This is an optimization exercise on Yosys and OpenROAD, whose aim is small area, not a production implementation.
Function was checked by simulation only, so behaviour that the tests miss may differ from the original.
No activity file was given, so power comes from the tool's default toggle rates.

## spinn_neu_if
module spinn_neu_if #
    (
        parameter C_PSPNNLNK_WIDTH = 32,
        parameter C_HAS_TX         = "true",
        parameter C_HAS_RX         = "true"
    )
    (
        input wire         rst,
        input wire         clk_32,
        input wire         enable,
        output wire        dump_mode,
        output wire        parity_err,
        output wire        rx_err,
        output wire        offload,
        output wire        link_timeout,
        input  wire        link_timeout_dis,
        input  wire  [6:0] data_2of7_from_spinnaker,
        output wire        ack_to_spinnaker,
        output wire  [6:0] data_2of7_to_spinnaker,
        input  wire        ack_from_spinnaker,
        input  wire [31:0] iaer_addr,
        input  wire        iaer_vld,
        output wire        iaer_rdy,
        output wire [31:0] oaer_addr,
        output wire        oaer_vld,
        input  wire        oaer_rdy,
        input  wire        keys_enable,
        input  wire [31:0] start_key,
        input  wire [31:0] stop_key,
        output wire        cmd_start,
        output wire        cmd_stop,
        input  wire [31:0] tx_data_mask,
        input  wire [31:0] rx_data_mask,
        input wire         offload_off,
        input wire         offload_on,
        output wire  [2:0] dbg_rxstate,
        output wire  [1:0] dbg_txstate,
        output wire        dbg_ipkt_vld,
        output wire        dbg_ipkt_rdy,
        output wire        dbg_opkt_vld,
        output wire        dbg_opkt_rdy
    );
==> flow/config.mk <==
export PLATFORM = sky130hd
export DESIGN_NAME = spinn_neu_if
export DESIGN_NICKNAME = spinn_neu_if
export VERILOG_FILES = /design/flow/design.v
export SDC_FILE = /design/flow/constraint.sdc
export NUM_CORES = 4
export LEC_CHECK = 0
export ABC_AREA = 1
export CAP_MARGIN = 20
export CORE_MARGIN = 2
export CORE_UTILIZATION = 75
export SLEW_MARGIN = 20
==> flow/constraint.sdc <==
create_clock -name core_clock -period 10.0 [get_ports {clk_32}]
set_input_delay 2.0000 -clock core_clock [delete_from_list [all_inputs] [get_ports {clk_32}]]
set_output_delay 2.0000 -clock core_clock [all_outputs]
set_load 0.01 [all_outputs]
standard.sh (not shown) runs the stock make flow with config.mk's settings and CLKGATE_MAP_FILE= SYNTH_SCRIPT=/design/flow/synth_recipe.tcl, a recipe that flattens the netlist after the stock synthesis.
==> flow/flow/run.sh <==
#!/bin/bash
# Layout flow: the standard ORFS flow (standard.sh) with
#  - its synthesis script unchanged except for an area-only abc script
#    (abc_area.script) and no adder extraction (ADDER_MAP_FILE empty), so
#    the registers are mapped by the same dfflibmap step as the standard
#    synthesis and abc only maps the logic between them,
#  - buf_1 port buffers,
#  - a clock tree of clkbuf_4 with small sink clusters and no dummy loads.
set -euo pipefail
HERE=$(pwd)
rm -rf "$HERE/orfs_scripts"
cp -r "$FLOW_HOME/scripts" "$HERE/orfs_scripts"
cp "$HERE/flow/abc_area.script" "$HERE/orfs_scripts/abc_area.script"
export BUFFER_PORTS_ARGS="-buffer_cell sky130_fd_sc_hd__buf_1"
export CTS_ARGS="-sink_clustering_enable -repair_clock_nets -dont_use_dummy_load -buf_list sky130_fd_sc_hd__clkbuf_4 -sink_clustering_size 10 -sink_clustering_max_diameter 40"
bash standard.sh SCRIPTS_DIR="$HERE/orfs_scripts" ADDER_MAP_FILE= finish > "$HERE/standard.log" 2>&1
==> flow/flow/abc_area.script <==
strash
dch -f
amap -F 2 -A 8
topo
strash
dch -f
amap -F 2 -A 8
topo
The first run produced a clean layout.
Edit:
- CORE_UTILIZATION: 75 -> 40
Result: The new run passed the timing, DRC and antenna checks. Cell area went up by a few percent. Worst setup slack gets worse by 0.39 ns. Total power grows slightly. Wire length increases slightly. Combinational power is lower by a few percent. Hold slack gains 0.013 ns. Non-clock buffer count went down by 3. Count of clock-buffer cells in the layout is higher by 11.
Edit:
- CORE_UTILIZATION: 40 -> 60
=> Critical path depth rose by 1. Total power falls by about 1.3%. Wire length drops by 5.6%. Clock skew is lower by 0.049 ns. Clock power went down by 8.5%. Sequential cell count stays the same. First-iteration DRC count climbs by 25%.


## P
spinn_neu_if, a different RTL version from the one above (not shown whole).
Size in the first run: roughly 1500 cells after synthesis, ~360 flip-flops, about 240 I/O pins, about 16000 um2 of cells after synthesis.
clock: 10.0 ns
lec_check: 0
abc_area: 1
cap_margin: 20
core_margin: 2
core_utilization: 40
slew_margin: 20
==> flow/flow/run.sh <==
#!/bin/bash
# Standard ORFS layout (the standard.sh, standard synthesis unchanged) with
# smaller port buffers and a clock tree of small buffers without dummy loads.
set -euo pipefail
export BUFFER_PORTS_ARGS="-buffer_cell sky130_fd_sc_hd__buf_1"
export CTS_ARGS="-sink_clustering_enable -repair_clock_nets -dont_use_dummy_load -buf_list sky130_fd_sc_hd__clkbuf_4"
bash standard.sh > standard.log 2>&1
Here is what was changed in the inputs of Q compared with P.
- ABC_AREA: 1 -> unset
==> flow/run.sh (new file) <==
#!/bin/bash
# synth_recipe.tcl (not shown) runs the flow's synth.tcl, then flattens the netlist and writes it again
# the make line also repeats each setting of config.mk as NAME=value (left out here)
make -C /OpenROAD-flow-scripts/flow DESIGN_CONFIG=/design/flow/config.mk WORK_HOME=/design/flow/orfs CLKGATE_MAP_FILE= SYNTH_SCRIPT=/design/flow/synth_recipe.tcl finish
removed: flow/flow/run.sh
removed: flow/standard.sh
--- outcome ---
Changes observed in Q relative to P: routed wire length picked up an extra about 4%; non-clock buffer count went up by about 0.4%; first-iteration DRC count now sits lower; wire length of the first global-routing pass climbed about 3%. Compared with P, in Q multi-input combinational cell area now larger; setup slack dropped 0.81 ns. Of Q and P, P shows the lower area after detailed placement, with Q above it. Compared with P, Q shows a xor-xnor portion of the synthesized cell area that is 2.6 points higher. Q — worst setup timing slack at the placement stage 0.75 ns lower, P as reference. In the reports for Q and P, the smaller critical path depth belongs to Q.

==> re-timing with driven ports <==
No port has a modelled driver above. Below, the same layouts with a new extraction and two added sets of constraints.
Step 1 sets driving cells, clkbuf_16 on the clock port and buf_2 on the other inputs (assumed; they add their load-dependent delay and slew).
Step 2 also shifts input and output timing later by t, the mid clock arrival at the registers, as if the neighbouring blocks saw the same clock.
Slacks: ideal / step 1 / step 2; pairs: ideal / step 1.
run | t (ns) | setup WS [ns] | hold WS [ns] | worst register clock-pin slew, ns | worst slew at a driven data input, ns
the first run of note 1 | 0.697 | 5.533 / 5.511 / 5.469 | 0.283 / 0.283 / 0.283 | 0.11 / 0.11 | 0.10
the second run of note 1 | 0.750 | 5.146 / 5.095 / 5.280 | 0.297 / 0.297 / 0.297 | 0.11 / 0.11 | 0.09
the third run of note 1 | 0.702 | 5.497 / 5.453 / 5.494 | 0.307 / 0.307 / 0.307 | 0.11 / 0.11 | 0.08
P | 0.804 | 5.324 / 5.267 / 5.267 | 0.321 / 0.321 / 0.321 | 0.07 / 0.07 | 0.06
Q | 0.597 | 4.516 / 4.474 / 4.474 | 0.315 / 0.315 / 0.315 | 0.06 / 0.06 | 0.09
After both steps every run listed still meets setup and hold. For the first run of note 1, which loses most, drivers alone change the setup slack by -0.022 ns; drivers and shift together by -0.064 ns.
